What follows belongs to an exercise in optimizing a design on an open flow for small area; a production flow would make more cautious choices.
Only the layout flow was run in this run; the RTL was not checked for function there.
Power and IR drop assume default switching activity.

<file path="flow/config.mk">
export PLATFORM = sky130hd
export DESIGN_NAME = cpu
export DESIGN_NICKNAME = cpu
export VERILOG_FILES = /design/flow/design.v
export SDC_FILE = /design/flow/constraint.sdc
export NUM_CORES = 4
export LEC_CHECK = 0
export CAP_MARGIN = 20
export CORE_MARGIN = 2
export CORE_UTILIZATION = 40
export PLACE_DENSITY = 0.6
export SLEW_MARGIN = 20
</file>
<file path="flow/constraint.sdc">
create_clock -name core_clock -period 14.0 [get_ports {clk_from_external}]
set_input_delay 2.8000 -clock core_clock [delete_from_list [all_inputs] [get_ports {clk_from_external}]]
set_output_delay 2.8000 -clock core_clock [all_outputs]
set_load 0.01 [all_outputs]
</file>
<file path="flow/design.v">
`timescale 1ns / 1ps
module mux
(
input [31:0] inputdata_0 , 
input [31:0] inputdata_1 , 
input selecter ,
output reg [31:0] outputdata 
);
always @ (*) begin
if (selecter) begin 
outputdata <= inputdata_1;
end  
else begin 
outputdata <= inputdata_0;
end 
end 
endmodule
`timescale 1ns / 1ps
module cpu_alu( 
	input [31:0]rs1,    
	input [31:0]rs2,    
	input [3:0] alu_control,
	input [31:0] offset,    
	input input_alu_mux_select,  
	input shamt,
	input [31:0] pc,
	input LUI,
	input AUIPC,
	output reg zero ,
	output reg [31:0]result
);
	wire [31:0] input_2 ;
	wire signed [31:0] rs1_signed ;
	wire signed [31:0] input_2_signed;
	wire [4:0]shamt_imm ;
	localparam ADD = 4'b0001;
	localparam SUB  = 4'b0010;
	localparam AND = 4'b0011;
	localparam OR   = 4'b0100;
	localparam XOR = 4'b0101;
	localparam SHIFT_lift = 4'b0110;
	localparam SHIFT_right = 4'b0111;
	localparam COMPARE_large = 4'b1000;
	localparam COMPARE_small = 4'b1001;
	localparam COMPARE_equal = 4'b1010;
	localparam COMPARE_large_unsinged = 4'b1011;
	localparam COMPARE_small_unsinged = 4'b1100;
	localparam SHIFT_RIGHT_ARITHMATHIC = 4'b1101;
	localparam COMPARE_NOT_equal = 4'b1110;
	localparam COMPARE_LARGE_equal = 4'b1111;
	localparam COMPARE_LARGE_equal_unsigned = 4'b0000;
	mux input_alu_mux (
		.inputdata_0(rs2), 
		.inputdata_1(offset),   
		.selecter(input_alu_mux_select), 
		.outputdata(input_2)
	);
	assign rs1_signed = rs1;
	assign input_2_signed = input_2;
	assign shamt_imm = input_2[4:0];
	always @ (*) begin 
	result <= 0;
	zero <= 0;
	case (alu_control) 
		ADD : begin 
			if(LUI) begin
			result <= input_2_signed ;
			zero <= 0 ;
			end 
			else if (AUIPC) begin
			result <= pc + input_2_signed ;
			zero <= 0 ;
			end 
			else begin
			result <= rs1_signed + input_2_signed ; 
			zero <= 0 ;
			end 
		end 
		SUB : begin 
		result <= rs1_signed - input_2_signed ;
		zero <= 0 ;
		end 
		AND : begin 
		result <= rs1 & input_2 ;
		zero <= 0 ;
		end 
		OR : begin 
		result <= rs1 | input_2 ;
		zero <= 0 ;
		end 
		XOR : begin 
		result <= rs1 ^ input_2;
		zero <= 0 ;
		end 
		SHIFT_lift : begin 
			if (shamt) begin
			result <= ( rs1 << (shamt_imm) );
			zero <= 0 ;
			end
			else begin
			result <= ( rs1 << (input_2) );			
			zero <= 0 ;
			end 
		end 
		SHIFT_right : begin 
			if (shamt) begin		
			result <= ( rs1 >> (shamt_imm) );
			zero <= 0 ;
			end
			else begin
			result <= ( rs1 >> (input_2) );			
			zero <= 0 ;
			end 
		end 
		COMPARE_large : begin 
			if (rs1_signed > input_2_signed) begin
			result <= 1;
			zero <= 1 ;
			end 
			else begin 
			result <= 0;
			zero <= 0 ;
			end 
		end 
		COMPARE_LARGE_equal : begin 
			if (rs1_signed >= input_2_signed) begin
			result <= 1;
			zero <= 1 ;
			end 
			else begin 
			result <= 0;
			zero <= 0 ;
			end 
		end 
		COMPARE_LARGE_equal_unsigned : begin 
			if (rs1 >= input_2) begin
			result <= 1;
			zero <= 1 ;
			end 
			else begin 
			result <= 0;
			zero <= 0 ;
			end 
		end 
		COMPARE_small : begin 
			if (rs1_signed < input_2_signed) begin
			result <= 1;
			zero <= 1 ;
			end 
			else begin 
			result <= 0;
			zero <= 0 ;
			end 
		end 
		COMPARE_equal : begin 
			if (rs1_signed == input_2_signed) begin
			result <= 1;
			zero <= 1 ;
			end 
			else begin 
			result <= 0;
			zero <= 0 ;
			end 
		end 
		COMPARE_NOT_equal : begin 
			if (rs1_signed != input_2_signed) begin
			result <= 1 ;
			zero <= 1 ;
			end 
			else begin 
			result <= 0;
			zero <= 0 ;
			end 
		end 
		COMPARE_large_unsinged : begin 
			if (rs1 > input_2) begin
			result <= 1;
			zero <= 1 ;
			end 
			else begin 
			result <= 0;
			zero <= 0 ;
			end 
		end 
		COMPARE_small_unsinged : begin 
			if (rs1 < input_2) begin
			result <= 1;
			zero <= 1 ;
			end 
			else begin 
			result <= 0;
			zero <= 0 ;
			end 
		end 
		SHIFT_RIGHT_ARITHMATHIC : begin
			if (shamt) begin
			result <= ( rs1 >>> (shamt_imm) );
			zero <= 0 ;
			end
			else begin
			result <= ( rs1 >>> (input_2) );			
			zero <= 0 ;
			end 		
		end 
		endcase 	
	end 
endmodule
`timescale 1ns / 1ps
module cpu_control 
(
input [31:0] instruction,
output reg branch,
output reg WB,     
output reg jal,      
output reg jalr,
output reg reg_write,     
output reg reg_wirte_mux,   
output reg mem_write,       
output reg alu_input_mux,    
output reg store,
output reg load,
output reg I_type,
output reg S_type,
output reg B_type,
output reg U_type,
output reg J_type,
output reg shamt,
output reg LUI,
output reg AUIPC,
output reg[3:0] alu_control
);
wire[6:0] opcode;
wire[6:0] funct7;
wire[2:0] funct3;  
localparam LUI_opcode = 7'b0110111 ;
localparam AUIPC_opcode = 7'b0010111 ;
localparam BRANCH = 7'b1100011 ;
localparam STORE = 7'b0100011 ;
localparam IMMADIATE = 7'b0010011;
localparam JAL = 7'b1101111 ;
localparam JALR = 7'b1100111 ;
localparam NEED2var = 7'b0110011 ;    
localparam LOAD = 7'b0000011 ;
localparam FENCE = 7'b0001111 ;
localparam CSR_group = 7'b1110011 ;
assign opcode = instruction [6:0] ;
assign funct7  = instruction [31:25] ;
assign funct3 = instruction [14:12] ; 
always @ (*) begin 
	load <= 0;
	shamt <= 0;
	LUI <= 0;
	AUIPC <= 0;
	alu_control <= 4'b0001;
	case(opcode) 
		LUI_opcode : begin 
			branch<= 0;
			WB<= 0;     
			jal<= 0;      
			jalr<= 0;
			reg_write<= 1;     
			reg_wirte_mux<= 1;   
			mem_write<= 0;       
			alu_input_mux<= 1;    
			store<= 0;
			load <= 0;
			I_type<= 0;
			S_type<= 0;
			B_type<= 0;
			U_type<= 0;
			J_type<= 0;
			shamt <= 0;
			LUI <= 1;
			AUIPC <= 0;
			alu_control <= 4'b0001;
		end 
		AUIPC_opcode : begin 
			branch<= 0;
			WB<= 0;     
			jal<= 0;      
			jalr<= 0;
			reg_write<= 1;     
			reg_wirte_mux<= 1;   
			mem_write<= 0;       
			alu_input_mux<= 1;    
			store<= 0;
			load <= 0;
			I_type<= 0;
			S_type<= 1;
			B_type<= 0;
			U_type<= 0;
			J_type<= 0;
			shamt <= 0;
			LUI <= 0 ;
			AUIPC <= 1;
			alu_control <= 4'b0001;
		end 
		BRANCH :  begin  
			branch<= 1;
			WB<= 0;     
			jal<= 0;      
			jalr<= 0;
			reg_write<= 0;     
			reg_wirte_mux<= 0;   
			mem_write<= 0;       
			alu_input_mux<= 1;    
			store<= 0;
			I_type<= 0;
			S_type<= 0;
			B_type<= 1;
			U_type<= 0;
			J_type<= 0;
			shamt <= 0;
			LUI <= 0 ;
			AUIPC <= 0;
			if(funct3 == 3'b000)  begin    
			alu_control <= 4'b1010;
			end 
			else if (funct3 == 3'b001) begin   
			alu_control <= 4'b1110;
			end 
			else if (funct3 == 3'b100) begin     
			alu_control <= 4'b1001;
			end 
			else if (funct3 == 3'b101) begin   
			alu_control <= 4'b1111;
			end 
			else if (funct3 == 3'b110 ) begin   
			alu_control <= 4'b1100;
			end 
			else if (funct3 == 3'b111) begin   
			alu_control <= 4'b0000;
			end 
		end
		STORE : begin 
			branch<= 0;
			WB<= 1;     
			jal<= 0;      
			jalr<= 0;
			reg_write<= 0;     
			reg_wirte_mux<= 0;   
			mem_write<= 1;       
			alu_input_mux<= 1;    
			store<= 1;
			load <= 0;
			I_type<= 0;
			S_type<= 1;
			B_type<= 0;
			U_type<= 0;
			J_type<= 0;
			shamt <= 0;
			LUI <= 0 ;
			AUIPC <= 0;
			alu_control <= 4'b0001;
		end  
		IMMADIATE : begin
			branch<= 0;
			WB<= 0;     
			jal<= 0;      
			jalr<= 0;
			reg_write<= 1;     
			reg_wirte_mux<= 1;   
			mem_write<= 0;       
			alu_input_mux<= 1;    
			store<= 0;
			load <= 0;
			I_type<= 1;
			S_type<= 0;
			B_type<= 0;
			U_type<= 0;
			J_type<= 0;
			LUI <= 0 ;
			AUIPC <= 0;
			if (funct3 == 3'b001 ) begin  
			shamt <= 1;	 		
			alu_control <= 4'b0110;
			end 
			else if (funct3 == 3'b101 ) begin 
			shamt <= 1;	 		
				if (funct7 == 7'b0000000) begin   
				alu_control <= 4'b0111;
				end 
				else if (funct7 == 7'b0100000) begin  
				alu_control <= 4'b1101 ;
				end 
			end 
			else if (funct3 == 3'b000) begin    
			alu_control <= 4'b0001;
			end 
			else if (funct3 == 3'b010) begin   
			alu_control <= 4'b1001;
			end
			else if (funct3 == 3'b011) begin   
			alu_control <= 4'b1100;
			end 
			else if (funct3 == 3'b100) begin   
			alu_control <= 4'b0101;
			end 
			else if (funct3 == 3'b110) begin    
			alu_control <= 4'b0100;
			end 
			else if (funct3 == 3'b111) begin    
			alu_control <= 4'b0011;
			end 
		end 
		JAL : begin
			branch<= 0;
			WB<= 0;     
			jal<= 1;      
			jalr<= 0;
			reg_write<= 1;     
			reg_wirte_mux<= 0;   
			mem_write<= 0;       
			alu_input_mux<= 0;    
			store<= 0;
			I_type<= 0;
			S_type<= 0;
			B_type<= 0;
			U_type<= 0;
			J_type<= 1;
			shamt <= 0;
			LUI <= 0 ;
			LUI <= 0 ;
			AUIPC <= 0;
			alu_control <= 4'b0001;   
		end 
		JALR : begin
			branch<= 0;
			WB<= 0;     
			jal<= 0;      
			jalr<= 1;
			reg_write<= 1;     
			reg_wirte_mux<= 0;   
			mem_write<= 0;       
			alu_input_mux<= 0 ;    
			store<= 0;
			I_type<= 1;
			S_type<= 0;
			B_type<= 0;
			U_type<= 0;
			J_type<= 0;
			shamt <= 0;
			LUI <= 0 ;
			AUIPC <= 0;
			alu_control <= 4'b0001;
		end 
		NEED2var : begin
			branch<= 0;
			WB<= 0;     
			jal<= 0;      
			jalr<= 0;
			reg_write<= 1;     
			reg_wirte_mux<= 1;   
			mem_write<= 0;       
			alu_input_mux<= 0;    
			store<= 0;
			I_type<= 0;      
			S_type<= 0;
			B_type<= 0;
			U_type<= 0;
			J_type<= 0;
			shamt <= 0;
			LUI <= 0 ;
			AUIPC <= 0;
			if(funct3 == 3'b000) begin
				if(funct7 == 7'b0000000) begin   
				alu_control <= 4'b0001;
				end 
				else if(funct7 == 7'b0100000) begin   
				alu_control <= 4'b00010;
				end 	
			end 
			else if (funct3 == 3'b001 ) begin  
			alu_control <= 4'b0110; 
			end 
			else if (funct3 == 3'b010 ) begin   
			alu_control <= 4'b1001;
			end 
			else if (funct3 == 3'b011 ) begin   
			alu_control <= 4'b0110;
			end
			else if (funct3 == 3'b100) begin   
			alu_control <= 4'b0101;    
			end 
			else if (funct3 == 3'b101) begin   
			alu_control <= 4'b0111;    
			end 
			else if (funct3 == 3'b101) begin   
			alu_control <= 4'b1101;    
			end 
			else if(funct3 == 3'b110) begin  
			alu_control <= 4'b0100;
			end 
			else if(funct3 == 3'b111) begin  
			alu_control <= 4'b0011;
			end 
		end 
		LOAD : begin
			branch<= 0;
			WB<= 1;     
			jal<= 0;      
			jalr<= 0;
			reg_write<= 0;     
			reg_wirte_mux<= 1;   
			mem_write<= 0;       
			alu_input_mux<= 1;    
			store<= 0;
			load <= 1;
			I_type<= 1;
			S_type<= 0;
			B_type<= 0;
			U_type<= 0;
			J_type<= 0;
			shamt <= 0;
			LUI <= 0 ;
			AUIPC <= 0;
			alu_control <= 4'b0001;
		end 
		FENCE : begin
			branch<= 1;
			WB<= 0;     
			jal<= 0;      
			jalr<= 0;
			reg_write<= 0;     
			reg_wirte_mux<= 1;   
			mem_write<= 0;       
			alu_input_mux<= 1;    
			store<= 0;
			I_type<= 0;
			S_type<= 0;
			B_type<= 0;
			U_type<= 0;
			J_type<= 0;
			shamt <= 0;
			LUI <= 0 ;
			AUIPC <= 0;
		end 
		CSR_group : begin
			branch<= 0;
			WB<= 0;     
			jal<= 0;      
			jalr<= 0;
			reg_write<= 1;     
			reg_wirte_mux<= 1;   
			mem_write<= 0;       
			alu_input_mux<= 1;    
			store<= 0;
			I_type<= 0;
			S_type<= 0;
			B_type<= 0;
			U_type<= 0;
			J_type<= 0;
			shamt <= 0;
			LUI <= 0 ;
			AUIPC <= 0;
		end 
		default begin 
			branch<= 0;
			WB<= 0;     
			jal<= 0;      
			jalr<= 0;
			reg_write<= 0;     
			reg_wirte_mux<= 0;   
			mem_write<= 0;       
			alu_input_mux<= 0;    
			store<= 0;
			I_type<= 0;
			S_type<= 0;
			B_type<= 0;
			U_type<= 0;
			J_type<= 0;
			shamt <= 0;
			LUI <= 0 ;
			AUIPC <= 0;
		end 
	endcase 
end 
endmodule
`timescale 1ns / 1ps
module cpu_make_offset(
	input [31:0] instruction,
	input I_type,
	input S_type,
	input B_type,
	input U_type,
	input J_type,
	input LUI,
	input AUIPC,
	output reg [31:0] offset	
);
	wire [2:0] funct3 = instruction[14:12]; 
	wire [31:0] B_type_imm_merge;
	wire [31:0] S_type_imm_merge;
	wire [31:0] J_type_imm_merge;
	wire [31:0] U_type_imm_merge;
	wire [31:0] I_type_imm_merge;
	assign B_type_imm_merge = { {20{instruction[31]}},instruction[7],instruction[30:25],instruction[11:8],1'b0} ;
	assign S_type_imm_merge = {{21{instruction[31]}},instruction[30:25],instruction[11:8],instruction[7]} ;
	assign U_type_imm_merge = {instruction[31],instruction[30:21],instruction[19:12],{12{1'b0}}};  
	assign J_type_imm_merge = { {12{instruction[31]}},instruction[19:12],instruction[20],instruction[30:25],instruction[24:21],1'b0};
	assign I_type_imm_merge = {{21{instruction[31]}},instruction[30:20]};
	always @ ( * ) begin 
		if (I_type) begin 
		offset <= I_type_imm_merge ;
		end
		else if (U_type) begin
		offset <= U_type_imm_merge ;
		end 
		else if (S_type) begin		
		offset <= S_type_imm_merge ;		
		end 
		else if (J_type) begin
		offset <=  J_type_imm_merge;
		end 
		else if (B_type) begin
		offset <= B_type_imm_merge ;
		end 
		else if (LUI | AUIPC) begin
		offset <= {instruction[31:12],{(12){1'b0}}};
		end 
		else begin 
		offset <=0;
		end 
	end 
endmodule
`timescale 1ns / 1ps
module cpu_reg( 
input clk,
input write_strobe,
input [4:0] reg1,
input [4:0] reg2,
input [4:0] write_reg,
input [31:0] write_data,
input write,
input reset,
input load,
input store,
input [2:0] funct3,
output reg [31:0] read1,
output reg [31:0] read2
);
reg [31:0]register[31:0];
integer i;
wire [31:0] register_for_store; 
assign register_for_store = register[reg2] ;
	always @ ( * ) begin 
		read1 = register[reg1];
		if ( store ) begin
			if(funct3 == 3'b000 ) begin       
			read2 = { {(24){register_for_store[31]}} , {register_for_store[7:0]} };
			end 
			else if(funct3 == 3'b001 ) begin    
			read2 = { {(16){register_for_store[31]}} , {register_for_store[15:0]} };
			end 
			else  begin   
			read2 = register_for_store;
			end 
		end 
		else begin
		read2 = register[reg2];
		end 
	end 
	always @ ( posedge clk ) begin 
		if (reset) begin
			for(i=0 ; i<32 ; i = i+1) begin
			register[i] <= 32'b00000000_00000000_00000000_00000000 ;
			end
		end
		else if ( write && write_strobe ) begin
			if(load) begin
				if(funct3 == 3'b000 ) begin       
				register[write_reg] <= { {(24){write_data[31]}} , {write_data[7:0]} } ;
				end 
				else if(funct3 == 3'b001 ) begin    
				register[write_reg] <= { {(16){write_data[31]}} , {write_data[15:0]} } ;
				end 
				else if(funct3 == 3'b100 ) begin   
				register[write_reg] <= { {(24){1'b0}} , {write_data[7:0]} } ;				
				end 
				else if(funct3 == 3'b101 ) begin    
				register[write_reg] <= { {(16){1'b0}} , {write_data[15:0]} } ;				
				end 		
				else  begin    
				register[write_reg] <=  write_data ;				
				end 
			end 				
			else begin
			register[write_reg] <= write_data;
			end 				
		end 
	end 
endmodule
`timescale 1ns / 1ps
module cpu_io(
	input clk,
	input[31:0] address_from_pc,
	input[31:0] address_from_alu,
	input[31:0] data_from_register_value_2,
	input[31:0] data_from_bus,
	input store,
	input load,
	input reset,
	input interrupt,
	output reg [31:0] address_to_bus, 
	output reg [31:0] data_to_bus,
	output reg [31:0] data_to_cpu,
	output reg [3:0]control_to_bus
    );
	reg [2:0] counter ;
	reg [2:0] counter_for_interrupt;
	always @ ( posedge clk ) begin	
		if (reset) begin 		
		address_to_bus <= 0;
		data_to_bus <= 0 ;
		data_to_cpu <= 0;
		control_to_bus <= 0 ;
		counter <= 0 ;		
		counter_for_interrupt <= 0;
		end 		
		else begin
			if (interrupt) begin
			counter_for_interrupt <= counter_for_interrupt + 3'b001;	
				if (counter_for_interrupt == 3'b111 ) begin          
					data_to_bus <= data_from_register_value_2 ;   
					control_to_bus <= 4'b0100;   
					counter_for_interrupt <= 3'b000;		
				end 
				else if (counter_for_interrupt == 3'b000 ) begin        
					control_to_bus <= 4'b1100 ;  			
				end 
				else if (counter_for_interrupt == 3'b001 ) begin     
					control_to_bus <= 4'b1100;   
				end 
				else if (counter_for_interrupt == 3'b010 ) begin      
					data_to_cpu <= data_from_bus ;			
					control_to_bus <= 4'b0100;   
				end 	 	
				else if (counter_for_interrupt == 3'b011 ) begin          
					data_to_bus <= address_from_alu ;   
					control_to_bus <= 4'b0100;   
				end 
				else if (counter_for_interrupt == 3'b100 ) begin        
					control_to_bus <= 4'b1100 ;  			
				end 
				else if (counter_for_interrupt == 3'b101 ) begin     
					control_to_bus <= 4'b1100;   
				end 
				else if (counter_for_interrupt == 3'b110 ) begin      
					data_to_cpu <= data_from_bus ;			
					control_to_bus <= 4'b0100;   
				end 	 	
			end 
			else begin
			counter <= counter + 3'b001;
				if (counter == 3'b101 ) begin          
				counter <=  2'b00;
					if(load) begin
					control_to_bus <= 4'b0001 ;
					data_to_cpu <= data_from_bus;	  
					end 
					else begin
					control_to_bus <= 4'b0000;					
					end 
				end 
				else if (counter == 3'b011 ) begin        
					if(store) begin      
					address_to_bus <= address_from_alu ;
					data_to_bus <= data_from_register_value_2 ;
					control_to_bus <= 4'b0011 ;   
					end 				
					else if(load) begin    
					address_to_bus <= address_from_alu ;  
					control_to_bus <= 4'b0001 ;    
					end 		
					else begin
					control_to_bus <= 4'b0000;
					end 
				end 
				else if (counter == 3'b010 ) begin     
				data_to_cpu <= data_from_bus ;
				control_to_bus <= 4'b1111 ;		
				end 
				else if (counter == 3'b000 ) begin      
				address_to_bus <= address_from_pc ;
				control_to_bus <= 4'b0001;  
				end 	 	
				else if (counter == 3'b001 ) begin     
				end 
				else if (counter == 3'b100 ) begin     
				end 
			end 	
		end	
	end 	
endmodule
`timescale 1ns / 1ps
module cpu_pc( 
input clk,
input signed [31:0] offset,
input reset ,
input interrupt,
input branch,
input zero,
input jal,
input jalr,
input signed [31:0] result_from_alu,
output reg [31:0] pc,  
output reg interrupt_grant,
output write_strobe
);
reg [2:0] counter ;   
reg [1:0] counter_for_interrupt;
assign write_strobe = (counter == 3'b011) & ~interrupt;
			always @ (posedge clk) begin 			
				if (reset) begin 
				pc <= 0 ;
				counter <= 0 ;				
				counter_for_interrupt <= 0 ;
				interrupt_grant <= 0 ;
				end 
				else begin      
					if (interrupt) begin    
						counter_for_interrupt <=  counter_for_interrupt+ 2'b01 ;
						if (counter_for_interrupt == 2'b01 )begin      
						interrupt_grant <= 0 ;
						end 
						else if(counter_for_interrupt == 2'b00) begin    
						interrupt_grant <= 1 ;
						end 
						else if (counter_for_interrupt == 2'b11 )begin      
						counter_for_interrupt <= 2'b00;						
						interrupt_grant <= 0 ;
						end 
						else begin   
						interrupt_grant <= 0 ;
						end 	
					end 
					 else begin   
						counter <= counter + 3'b001 ;
						if(counter == 3'b000) begin            
						interrupt_grant <= 1 ;								
						end 
						else if (counter == 3'b001) begin           
						interrupt_grant <= 0 ;
						end 
						else if (counter == 3'b010) begin           
						interrupt_grant <= 0 ;
						end 
						else if (counter == 3'b011) begin         
						interrupt_grant <= 0 ;
							if (branch) begin
							pc <= (branch & zero)  ?  pc+offset   :  pc + 4  ;
							end 
							else if (jal) begin
							pc <= pc + offset; 
							end 
							else if (jalr) begin 
							pc <= pc+ result_from_alu;
							end 
							else begin
							pc <= pc  + 4 ;
							end 
						end 
						else if (counter == 3'b100) begin           
						interrupt_grant <= 0 ;
						end 
						else if (counter == 3'b101 )begin        
						interrupt_grant <= 0 ;
						counter <= 3'b000;
						end 
					end 
				end
			end
endmodule
`timescale 1ns / 1ps
module cpu(
input clk_from_external,
input [31:0] inputdata_from_external_bus,
input reset_from_external,
input interrupt_from_external,
output  [31:0] outputdata_to_external_bus,
output  [31:0] address_to_external_bus_from_cpu,
output  [3:0] control_output_to_external_bus,
output  interrupt_grant_from_pc
);
wire [31:0] pc_4;
wire reg_write_strobe;
wire [31:0] address_from_pc;
assign pc_4 = address_from_pc + 32'b00000000_00000000_00000000_00000100;
wire [31:0] address_to_bus_for_cpu_io;
wire [31:0] data_to_bus_for_cpu_io;
wire [31:0] data_to_cpu_for_cpu_io;
wire [3:0] control_to_bus_for_cpu_io;
wire [31:0]register_value_1;
wire [31:0]register_value_2;
wire [31:0] offset;
wire [3:0] alu_control_from_control;
wire [31:0]result_from_alu;
wire [31:0]regwrite_mux_dataout;
wire [31:0] load_mux_dataout;
assign address_to_external_bus_from_cpu = address_to_bus_for_cpu_io ;
assign  outputdata_to_external_bus = data_to_bus_for_cpu_io ;
assign  control_output_to_external_bus = control_to_bus_for_cpu_io ;
	cpu_pc cpu_pc_module (
		.clk(clk_from_external), 
		.offset(offset),
		.reset(reset_from_external),
		.interrupt(interrupt_from_external),
		.branch(branch_from_control),
		.zero(zero),
		.jal(jal_from_control),
		.jalr(jalr_from_control),
		.result_from_alu(result_from_alu),
		.pc(address_from_pc),
		.interrupt_grant(interrupt_grant_from_pc),
		.write_strobe(reg_write_strobe)
	);
	mux regwrite_mux (
			.inputdata_0(pc_4), 
			.inputdata_1(load_mux_dataout),    
			.selecter(reg_write_mux_from_control), 
			.outputdata(regwrite_mux_dataout)
		);
	cpu_io cpu_io_module (
		.clk(clk_from_external),   
		.address_from_pc(address_from_pc),    
		.address_from_alu(result_from_alu),     
		.data_from_register_value_2(register_value_2),   
		.data_from_bus(inputdata_from_external_bus),   
		.store(store_from_control),   
		.load(load_from_control),
		.reset(reset_from_external),
		.interrupt(interrupt_from_external),
		.address_to_bus(address_to_bus_for_cpu_io),   
		.data_to_bus(data_to_bus_for_cpu_io),   
		.data_to_cpu(data_to_cpu_for_cpu_io),   
		.control_to_bus(control_to_bus_for_cpu_io)  
	);
	cpu_reg register (
		.clk(clk_from_external),
		.write_strobe(reg_write_strobe),
		.reg1(data_to_cpu_for_cpu_io [19:15]), 
		.reg2(data_to_cpu_for_cpu_io [24:20]), 
		.write_reg(data_to_cpu_for_cpu_io[11:7]), 
		.write(reg_write_from_control),   
		.reset(reset_from_external), 
		.write_data(regwrite_mux_dataout),    
		.store(store_from_control),
		.load(load_from_control),
		.funct3(data_to_cpu_for_cpu_io[14:12]),
		.read1(register_value_1), 
		.read2(register_value_2)
	);
	cpu_control cpu_control_module (
		.instruction(data_to_cpu_for_cpu_io [31:0]), 
		.branch(branch_from_control), 
		.WB(wb_from_control), 
		.jal(jal_from_control), 
		.jalr(jalr_from_control),
		.reg_write(reg_write_from_control), 
		.reg_wirte_mux(reg_write_mux_from_control), 
		.mem_write(mem_write_from_control), 
		.alu_input_mux(alu_input_mux_from_control), 
		.store(store_from_control), 
		.load(load_from_control),
		.I_type(i_type_from_control), 
		.S_type(s_type_from_control), 
		.B_type(b_type_from_control), 
		.U_type(u_type_from_control), 
		.J_type(j_type_from_control),
		.alu_control(alu_control_from_control),
		.shamt(shamt_from_control),
		.LUI(LUI_from_control),
		.AUIPC(AUIPC_from_control)
	);
	cpu_make_offset makeoffset (
		.instruction(data_to_cpu_for_cpu_io [31:0]), 
		.I_type(i_type_from_control), 
		.S_type(s_type_from_control), 
		.B_type(b_type_from_control), 
		.U_type(u_type_from_control), 
		.J_type(j_type_from_control), 
		.LUI(LUI_from_control),
		.AUIPC(AUIPC_from_control),
		.offset(offset)
	);
	cpu_alu alu (
		.rs1(register_value_1), 
		.rs2(register_value_2), 
		.alu_control(alu_control_from_control),
		.offset(offset),
		.input_alu_mux_select(alu_input_mux_from_control),
		.shamt(shamt_from_control),
		.pc(address_from_pc),
		.LUI(LUI_from_control),
		.AUIPC(AUIPC_from_control),
		.zero(zero), 
		.result(result_from_alu)
	);
	mux load_mux (
		.inputdata_0(result_from_alu), 
		.inputdata_1(data_to_cpu_for_cpu_io), 
		.selecter(wb_from_control), 
		.outputdata(load_mux_dataout)
	);
endmodule
</file>
<file path="flow/run.sh">
#!/bin/bash
# synth_recipe.tcl (not shown) runs the flow's synth.tcl, then flattens the netlist and writes it again
# the make line also repeats each setting of config.mk as NAME=value (left out here)
make -C /OpenROAD-flow-scripts/flow DESIGN_CONFIG=/design/flow/config.mk WORK_HOME=/design/flow/orfs CLKGATE_MAP_FILE= SYNTH_SCRIPT=/design/flow/synth_recipe.tcl finish
</file>
==> results.sh <==
export IMPL_post_synth_main_area_contributors="edfxtp_1 (40%), mux4_2 (10%), mux2i_1 (7.3%), nor2_1 (6.1%), dfxtp_1 (4.0%)"
export IMPL_rsz_0062_raised_after_global_routing="no"
export IMPL_wl_um=405000
export IMPL_min_delay_path_class="flop to flop"
export IMPL_post_cts_setup_buffers=0
export IMPL_cts_sinks=1178
export IMPL_placementRows=161
export IMPL_floorplan_io_pins=104
export IMPL_drtAntennaViolNets=0
export IMPL_layout_drive_gt1_share_pct=16.3
export IMPL_drt_drc_violations_left=0
export IMPL_htree_levels=4
export IMPL_critical_path_max_stage_delay_ns=0.88
export IMPL_finish_utilization_pct=44.9
export IMPL_setup_worst_path_start_class="flop"
export IMPL_maximum_capacitance_violations=0
export IMPL_yosys_area_top_type="edfxtp_1"
export IMPL_tritoncts="done"
export IMPL_arrival_ns=12.85
export IMPL_clockRootBuffer="clkbuf_16"
export IMPL_drt_first_pass_iters=9
export IMPL_critical_path_slowest_cell="a41oi_1"
export IMPL_mappedNetlistNets=7591
export IMPL_fp_dieArea_mm2=0.197
export IMPL_place_worst_setup_slack_ns=2.50
export IMPL_die_height_um=444
export IMPL_layout_filler_cells=18041
export IMPL_power_leakage_uw=0.0295
export IMPL_async_flop_share_pct=0
export IMPL_count_leader_synth="nor2_1"
export IMPL_finalHoldViolations=0
export IMPL_power_density_mw_per_mm2=125
export IMPL_first_global_vias=65563
export IMPL_synth_edf_count=1024
export IMPL_final_setup_tns_ns=0
export IMPL_cp_end_kind="flop"
export IMPL_hold_bufs_at_cts=0
export IMPL_finalClockSkew_ns=0.0938
export IMPL_area_delta_synth_final_pct=11.4
export IMPL_grt_antenna_before_repair=23
export IMPL_timing_final_crit_share_pct=86.3
export IMPL_slew_headroom_pct=5.82
export IMPL_floorplan_die_width_um=444
export IMPL_finish_net_count=7528
export IMPL_grt_ovfl_total=0
export IMPL_worstPathBufferInverterCount=4
export IMPL_detailedRoute_firstIterationViolations=12899
export IMPL_ys_seq_elements=1178
export IMPL_dominantRegCellSynth="edfxtp_1"
export IMPL_synth_distinct_cells=122
export IMPL_dr_total_vias=70354
export IMPL_grt_pass1_wl_um=547000
export IMPL_port_buffers=103
export IMPL_maxClockFrequency_mhz=82.8
export IMPL_synth_seq_area_share_pct=43.6
export IMPL_finalWorstPathRequiredPeriod_ns=12.08
export IMPL_run_status="timing/DRC/antenna clean"
export IMPL_crit_path_max_fanout=101
export IMPL_place_congestion=1.10
export IMPL_largest_net_degree_at_the_start_of_global_routing=102
export IMPL_clock_buffer_count_from_cts=137
export IMPL_final_max_slew_viol_count=0
export IMPL_timing_worst_setup_path_type="flop to flop"
export IMPL_floorplan_core_area_mm2=0.193
export IMPL_report_final_setup_viol=0
export IMPL_power_ir_vdd_worst_mv=0.0996
export IMPL_detail_route_vias_per_cell=7.08
export IMPL_critical_path_top_delay_family="compound AO/OA/AOI/OAI gates"
export IMPL_initial_utilization_pct=40.3
export IMPL_clk_pin_slew_worst_paths_ns=0.06
export IMPL_clock_path_buffers=3
export IMPL_cp_required_ns=14.77
export IMPL_worst_slew_pin_transition_ns=1.40
export IMPL_clkLatencyLatePin_ns=0.88
export IMPL_ys_top_cells_by_count="nor2_1 (1259), edfxtp_1 (1024), mux2i_1 (567)"
export IMPL_hold_slack_ns=0.455
export IMPL_wire_per_inst_um=40.8
export IMPL_yosysWarnings=26
export IMPL_postLayoutSetupSlackWorst_ns=1.92
export IMPL_detailedPlacementHpwl_um=275000
export IMPL_syn_area_mm2=0.0776
export IMPL_synth_cells=7344
export IMPL_cts_repair_resize_count=0
export IMPL_syn_mean_instance_area_um2=10.6
export IMPL_post_synth_top_area_fraction_pct=39.6
export IMPL_globalRouteTotalUtil_pct=39.9
## per-layer routing
layer	up-vias	track usage [%]	share of wire [%]
met1	34697	48.1	34
met2	6277	57.4	42
met4	18	33.0	10
met3	1662	13.9	14
li1	27700	-	-
met5	-	0.122	0.031
## cells by family after synthesis
logic type                 Yosys count  synth area share [%]
buffers and inverters              801                  4.73
muxes                              945                  17.9
and+or+nand+nor                   2492                  14.8
DFF                               1178                  43.6
AOI/OAI and AO/OA                 1592                  14.1
xor gates and xnor gates           124                  1.40
adders and majority gates          212                  3.47
## final timing paths
kind,start,endpoint,slack [ns],depth (start not counted)
max reg2reg,flop,cpu_pc_module.pc[28],1.92,36
max,flop,cpu_pc_module.pc[28],1.92,36
min,cpu_io_module.data_to_bus[26],cpu_io_module.data_to_bus[26],0.46,2
min reg2reg,cpu_io_module.data_to_bus[26],cpu_io_module.data_to_bus[26],0.46,2
## registers in the layout, indices dropped and copies added (netlist names), named ones only
signal                               cells
register.register                     1024
cpu_io_module.address_to_bus            32
cpu_io_module.data_to_bus               32
cpu_io_module.data_to_cpu               32
cpu_pc_module.pc                        32
cpu_io_module.control_to_bus             4
cpu_io_module.counter                    3
cpu_io_module.counter_for_interrupt      3
cpu_pc_module.counter                    3
cpu_pc_module.counter_for_interrupt      2
cpu_pc_module.interrupt_grant            1
## area by class of cell
cell class                 instances  area [µm²]  area share [%]
inverter                         163         612           0.708
antenna                           16        40.0          0.0463
clock inverter                    73         663           0.767
tap                             2526        3160            3.66
timing repair buffer             436        3700            4.29
clock buffer                     177        3640            4.21
sequential                      1178       33900            39.2
multi-input combinational       5365       40700            47.1
## layout by cell type, fill, tap and decap left out, types with 33 or more instances in the layout
master,count
edfxtp_1,1024
clkbuf_16,137
o21a_1,33
nand2_1,345
ha_1,206
a21oi_1,341
nor2_1,1254
clkbuf_1,33
xnor2_1,78
buf_4,320
clkdlybuf4s50_1,102
nand3_1,152
o211ai_1,60
nor2b_1,38
a22o_1,44
a31oi_1,64
dfxtp_1,145
a21o_1,71
mux4_2,345
o22ai_1,39
a211oi_1,92
xor2_1,46
nand2_2,62
and3_1,55
and2_1,41
nor3_2,68
o21ai_0,240
nand2b_1,57
inv_1,150
nand4_1,43
a311oi_1,38
a22oi_1,222
nor3_1,187
mux2i_1,567
## worst min-delay path, stage by stage, from the launching register on
cell     delay (ns)
dfxtp_1        0.31
nand2_1        0.05
a21oi_1        0.05
## through the flow
stage / instances / area [µm²] / total power (µW)
2_1_floorplan: 7344 / 77600 / 5770
3_3_place_gp: 9660 / 81900 / 7110
3_5_place_dp: 9661 / 81900 / 7100
4_1_cts: 9911 / 86200 / 10600
5_1_grt: 9920 / 86400 / 10900
6_report: 9934 / 86400 / 10800
## power breakdown
group	internal (µW)	switching, µW
combinational	963	2200
sequential	3940	121
clock	1940	1610
total	6840	3940

## afterwards: timing with drivers on the ports
No port has a modelled driver above. Below, the same layout with a new extraction and two added sets of constraints.
Step 1 assumes that a clkbuf_16 drives the clock port and a buf_2 every other input.
Step 2 adds t to the input delays and takes it off the output delays; t is the mean of the earliest and latest rising clock arrival at the registers after step 1. Input paths then give back, and output paths get back, about the clock's delay inside the block.
Three values: ideal ports, drivers, drivers and shift; two values: the first two.
shift t [ns]: 0.918
slack for setup (ns): 1.916 / 1.916 / 1.916
worst setup path after step 2: register to register
latest minus earliest clock arrival (ns): 0.094 / 0.094
After both steps this run still meets setup and hold. The setup slack of this run moves by 0.000 ns with the drivers and by 0.000 ns with both steps.
